This is an optimization exercise on Yosys and OpenROAD, whose aim is small area, a short achievable clock period and few clock cycles, not a production implementation.
At most, simulation tests tie the RTL to the original design; equivalence was not proved.
Power figures rest on the tool's default switching activity, not on a simulated workload.

==> fjord <==
## SimpleCPU
module SimpleCPU(clk, rst, data_fromRAM, wrEn, addr_toRAM, data_toRAM, pCounter);
==> flow/config.mk <==
export PLATFORM = sky130hd
export DESIGN_NAME = SimpleCPU
export DESIGN_NICKNAME = SimpleCPU
export VERILOG_FILES = /design/flow/design.v
export SDC_FILE = /design/flow/constraint.sdc
export NUM_CORES = 4
export LEC_CHECK = 0
export ABC_AREA = 1
export CAP_MARGIN = 20
export CORE_MARGIN = 2
export CORE_UTILIZATION = 40
export CTS_BUF_LIST = sky130_fd_sc_hd__clkbuf_4 sky130_fd_sc_hd__clkbuf_8
export SETUP_SLACK_MARGIN = 3.3
export SLEW_MARGIN = 20
export SYNTH_HIERARCHICAL = 1
==> flow/constraint.sdc <==
create_clock -name core_clock -period 7.0 [get_ports {clk}]
set_input_delay 1.4000 -clock core_clock [delete_from_list [all_inputs] [get_ports {clk}]]
set_output_delay 1.4000 -clock core_clock [all_outputs]
set_load 0.01 [all_outputs]
standard.sh (not shown) runs the stock make flow with config.mk's settings and CLKGATE_MAP_FILE= SYNTH_SCRIPT=/design/flow/synth_recipe.tcl, a recipe that flattens the netlist after the stock synthesis.
==> flow/flow/run.sh <==
#!/bin/bash
# The standard layout (the standard.sh), with two changes to how the
# resizer treats the port buffers: buffer_ports inserts buf_4 cells instead of
# its default delay-cell buffer, and sizing may swap a cell for one of another
# footprint, so that the port buffers can be sized for speed.
# Each tool's output goes to standard.log in this folder.
set -o pipefail
bash standard.sh MATCH_CELL_FOOTPRINT=0 "BUFFER_PORTS_ARGS=-buffer_cell sky130_fd_sc_hd__buf_4" finish > standard.log 2>&1
==> quartz: changes against fjord <==
==> flow/design.v (replaced) <==
`timescale 1ns / 1ps
module SimpleCPU(clk, rst, data_fromRAM, wrEn, addr_toRAM, data_toRAM, pCounter);
parameter SIZE = 10;
input clk, rst;
input wire [15:0] data_fromRAM;
output reg wrEn;
output reg [SIZE-1:0] addr_toRAM;
output wire [15:0] data_toRAM;
output reg [SIZE-1:0] pCounter;
localparam S_D = 3'd0;    
localparam S_E = 3'd1;    
localparam S_F = 3'd2;    
localparam S_I = 3'd3;    
localparam S_M = 3'd4;    
reg [2:0]  state, stateNext;
reg [2:0]  op, opNext;
reg [15:0] W, WNext;
reg [9:0]  S4, S4Next;      
reg        s4v, s4vNext;
reg        pend, pendNext;  
reg [15:0] Mreg;
reg [15:0] acc;
reg [1:0]  cnt, cntNext;
reg [9:0]  pcNext;
wire [15:0] I     = data_fromRAM;
wire [2:0]  iop   = I[15:13];
wire        azero = (I[12:0] == 13'd0);
wire [9:0]  pc1   = pCounter + 10'd1;
wire        Wz    = (W == 16'd0);
assign data_toRAM = W;
wire [15:0] M = data_fromRAM;
wire [15:0] alu;
SimpleCPU_alu u_alu (.op(op), .W(W), .M(M), .alu(alu));
wire [3:0] nib = Mreg[15:12];    
wire [15:0] accs = {acc[11:0], 4'd0};    
wire [15:0] prod;
SimpleCPU_mul u_mul (.W(W), .nib(nib), .accs(accs), .prod(prod));
wire inD = (state == S_D);
wire inE = (state == S_E);
wire inI = (state == S_I);
wire inM = (state == S_M);
wire inF = (state == S_F);
wire d_bz    = (iop == 3'd4);
wire d_st    = (iop == 3'd6);
wire dq      = inD;
wire t_bznt  = 1'b0;                     
wire eaq     = dq & ~t_bznt;
wire e_bzt   = (op == 3'd4) & Wz;         
wire rI      = (inE & e_bzt) | inI;
wire rP1     = (inE & ~e_bzt & (op != 3'd7)) | (inM & (cnt == 2'd2));
wire rP      = (inE & (op == 3'd7)) | (inM & (cnt != 2'd2)) | inF;
wire [9:0] addr_w;
wire       wrEn_w;
SimpleCPU_bus u_bus (.I(I), .S4(S4), .pc(pCounter), .pc1(pc1), .eaq(eaq), .rI(rI),
                     .p1q(t_bznt | rP1), .rP(rP), .wq(~rst & dq & ~pend & d_st),
                     .s4v(s4v), .wI(~rst & inI & (op == 3'd6)), .addr(addr_w), .wrEn(wrEn_w));
always @* begin
  addr_toRAM = addr_w;
  wrEn       = wrEn_w;
end
always @(posedge clk) begin
  state    <= stateNext;
  pCounter <= pcNext;
  op       <= opNext;
  W        <= WNext;
  S4       <= S4Next;
  s4v      <= s4vNext;
  pend     <= pendNext;
  acc      <= inE ? 16'd0 : prod;
  cnt      <= cntNext;
  Mreg     <= inM ? {Mreg[11:0], 4'd0} : data_fromRAM;
end
wire [9:0] ea_d = I[9:0] | ({10{azero}} & S4);
always @* begin
  stateNext = state;
  pcNext    = pCounter;
  opNext    = op;
  WNext     = pend ? prod : W;
  S4Next    = S4;
  s4vNext   = s4v;
  pendNext  = 1'b0;
  cntNext   = 2'd0;
  if (rst) begin
    stateNext = S_F;
    pcNext    = 10'd0;
    S4Next    = 10'd4;
    s4vNext   = 1'b0;
  end else begin
    case (state)
      S_D: begin
        opNext = iop;
        if (azero && !s4v) begin      
          stateNext = S_I;
        end else if (d_st) begin               
          stateNext = S_F;
          if (!pend) begin                     
            pcNext = pc1;
            if (ea_d == 10'd4) begin
              S4Next  = W[9:0];
              s4vNext = 1'b1;
            end
          end
        end else begin
          stateNext = S_E;
        end
      end
      S_I: begin
        S4Next  = I[9:0];
        s4vNext = 1'b1;
        if (op == 3'd6) begin
          pcNext    = pc1;
          stateNext = S_F;
          if (I[9:0] == 10'd4) S4Next = W[9:0];
        end else begin
          stateNext = S_E;
        end
      end
      S_E: begin
        stateNext = S_D;
        if (op == 3'd4) begin                  
          pcNext = Wz ? M[9:0] : pc1;
        end else if (op == 3'd7) begin         
          stateNext = S_M;
        end else begin
          WNext  = alu;
          pcNext = pc1;
        end
      end
      S_M: begin
        cntNext = cnt + 2'd1;
        if (cnt == 2'd2) begin                 
          pcNext    = pc1;
          pendNext  = 1'b1;
          stateNext = S_D;
        end
      end
      default: begin                           
        stateNext = S_D;
      end
    endcase
  end
end
endmodule
module SimpleCPU_bus(I, S4, pc, pc1, eaq, rI, p1q, rP, wq, s4v, wI, addr, wrEn);
input  [15:0] I;
input  [9:0]  S4, pc, pc1;
input         eaq, rI, p1q, rP, wq, s4v, wI;
output [9:0]  addr;
output        wrEn;
wire azero = (I[12:0] == 13'd0);
assign addr = ({10{eaq}} & (I[9:0] | ({10{azero}} & S4)))
            | ({10{rI}} & I[9:0])
            | ({10{p1q}} & pc1)
            | ({10{rP}} & pc);
assign wrEn = (wq & ~(azero & ~s4v)) | wI;
endmodule
module SimpleCPU_alu(op, W, M, alu);
input  [2:0]  op;
input  [15:0] W, M;
output reg [15:0] alu;
wire        sh_zero = (|M[15:5]) | (M[4] & ~|M[3:0]);
wire [15:0] Wrev, sh_in, sh_out, sh_rev;
genvar g;
generate for (g = 0; g < 16; g = g + 1) begin : rv
  assign Wrev[g] = W[15-g];
  assign sh_rev[g] = sh_out[15-g];
end endgenerate
assign sh_in  = M[4] ? Wrev : W;
assign sh_out = sh_in >> M[3:0];
wire [15:0] srl_res = sh_zero ? 16'd0 : (M[4] ? sh_rev : sh_out);
always @* begin
  case (op)
    3'd0: alu = W + M;
    3'd1: alu = ~(W & M);
    3'd2: alu = srl_res;
    3'd3: alu = {15'd0, W < M};
    default: alu = M;
  endcase
end
endmodule
module SimpleCPU_mul(W, nib, accs, prod);
input  [15:0] W, accs;
input  [3:0]  nib;
output [15:0] prod;
assign prod = accs + (nib[0] ? W : 16'd0) + (nib[1] ? {W[14:0], 1'b0} : 16'd0)
            + (nib[2] ? {W[13:0], 2'd0} : 16'd0) + (nib[3] ? {W[12:0], 3'd0} : 16'd0);
endmodule
==> flow/run.sh (new file) <==
#!/bin/bash
# synth_recipe.tcl (not shown) runs the flow's synth.tcl, then flattens the netlist and writes it again
# the make line also repeats each setting of config.mk as NAME=value (left out here)
make -C /OpenROAD-flow-scripts/flow DESIGN_CONFIG=/design/flow/config.mk WORK_HOME=/design/flow/orfs CLKGATE_MAP_FILE= SYNTH_SCRIPT=/design/flow/synth_recipe.tcl finish
- ABC_AREA: 1 -> unset
- CTS_BUF_LIST: sky130_fd_sc_hd__clkbuf_4 sky130_fd_sc_hd__clkbuf_8 -> unset
removed: flow/flow/run.sh
removed: flow/standard.sh
==> yarrow: changes against fjord <==
--- a/flow/design.v
+++ b/flow/design.v
@@ -70,20 +70,19 @@
 wire inE = (state == S_E);
 wire inM = (state == S_M);
 wire inF = (state == S_F);
 wire inR = (state == S_R);
 wire d_st  = (iop == 3'd6);
 wire d_bz  = (iop == 3'd4);
 wire [9:0] addr_w;
 wire       wrEn_w;
-wire [9:0] a_reg = ({10{sP1}} & pc1) | ({10{sP}} & pCounter) | {7'd0, s4, 2'd0};
-wire [9:0] a_s4  = {10{sD}} & S4;
-SimpleCPU_bus u_bus (.I(I), .rst(rst), .sDI(sD | sI), .a_s4(a_s4), .a_reg(a_reg),
-                     .wq(sD & ~pend), .addr(addr_w), .wrEn(wrEn_w));
+SimpleCPU_bus u_bus (.I(I), .S4(S4), .pc(pCounter), .pc1(pc1), .eaq(sD), .rI(sI),
+                     .p1q(sP1), .rP(sP), .r4(s4), .wq(~rst & sD & ~pend),
+                     .addr(addr_w), .wrEn(wrEn_w));
 always @* begin
   addr_toRAM = addr_w;
   wrEn       = wrEn_w;
 end
 always @(posedge clk) begin
   state    <= stateNext;
   pCounter <= pcNext;
   op       <= opNext;
@@ -168,38 +167,22 @@
       default: begin                           
         stateNext = S_D;
         sDn       = 1'b1;
       end
     endcase
   end
 end
 endmodule
-module SimpleCPU_bus(I, rst, sDI, a_s4, a_reg, wq, addr, wrEn);
+module SimpleCPU_bus(I, S4, pc, pc1, eaq, rI, p1q, rP, r4, wq, addr, wrEn);
 input  [15:0] I;
-input         rst, sDI, wq;
-input  [9:0]  a_s4, a_reg;
+input  [9:0]  S4, pc, pc1;
+input         eaq, rI, p1q, rP, r4, wq;
 output [9:0]  addr;
 output        wrEn;
-wire azero;
-SimpleCPU_az u_az (.A(I[12:0]), .z(azero));
-genvar i;
-generate for (i = 0; i < 10; i = i + 1) begin : ab
-  SimpleCPU_abit u_ab (.i(I[i]), .si(sDI), .z(azero), .s4(a_s4[i]), .r(a_reg[i]), .a(addr[i]));
-end endgenerate
-SimpleCPU_we u_we (.op(I[15:13]), .rst(rst), .wq(wq), .we(wrEn));
+wire azero = (I[12:0] == 13'd0);
+assign addr = ({10{eaq}} & (I[9:0] | ({10{azero}} & S4)))
+            | ({10{rI}} & I[9:0])
+            | ({10{p1q}} & pc1)
+            | ({10{rP}} & pc)
+            | {7'd0, r4, 2'd0};
+assign wrEn = wq & (I[15:13] == 3'd6);
 endmodule
-module SimpleCPU_az(A, z);
-input  [12:0] A;
-output        z;
-assign z = ~|A;
-endmodule
-module SimpleCPU_abit(i, si, z, s4, r, a);
-input  i, si, z, s4, r;
-output a;
-assign a = (i & si) | (z & s4) | r;
-endmodule
-module SimpleCPU_we(op, rst, wq, we);
-input  [2:0] op;
-input        rst, wq;
-output       we;
-assign we = wq & ~rst & op[2] & op[1] & ~op[0];
-endmodule
- SETUP_SLACK_MARGIN: 3.3 -> 3.2
==> notes.md <==
- Hold slack, highest first: yarrow, fjord, quartz.
- Synthesized area: quartz > fjord > yarrow.
- The lowest combinational power belongs to yarrow, the highest to quartz.
- Of quartz and fjord, quartz has the higher global-route usage (gap 3.3 points).
- Against fjord, the via count of yarrow is lower by about 1.1%.
- The lowest non-clock buffer count belongs to yarrow, the highest to quartz.
Testbench counts of yarrow, summed over its fixed seeds: cycles 110,687.
No functional check of the RTL was part of fjord and quartz.

[separate check: timing with driven ports]
The flow's constraints put no driver on any port. The routed layouts listed below were extracted and timed again, unchanged, in two steps.
Step 1: set_driving_cell puts a clkbuf_16 on clk and a buf_2 on each other input, an assumption about the parent block.
Step 2 also shifts input and output timing later by t, the mid clock arrival at the registers, as if the neighbouring blocks saw the same clock.
a / b / c = ideal ports / drivers / drivers and shift; a / b = the first two.
| run | t, ns | setup slack, ns | hold slack, ns | worst setup path at the end | clock arrival spread, ns |
|---|---|---|---|---|---|
| fjord | 0.415 | 3.310 / 3.207 / 3.110 | 0.438 / 0.438 / 0.438 | input to register | 0.022 / 0.023 |
| quartz | 0.391 | 3.009 / 2.971 / 2.888 | 0.415 / 0.415 / 0.415 | input to register | 0.013 / 0.012 |
| yarrow | 0.424 | 3.156 / 3.133 / 3.052 | 0.446 / 0.446 / 0.446 | input to register | 0.031 / 0.030 |
After both steps every run listed still meets setup and hold. For fjord, which loses most, drivers alone change the setup slack by -0.103 ns; drivers and shift together by -0.200 ns.
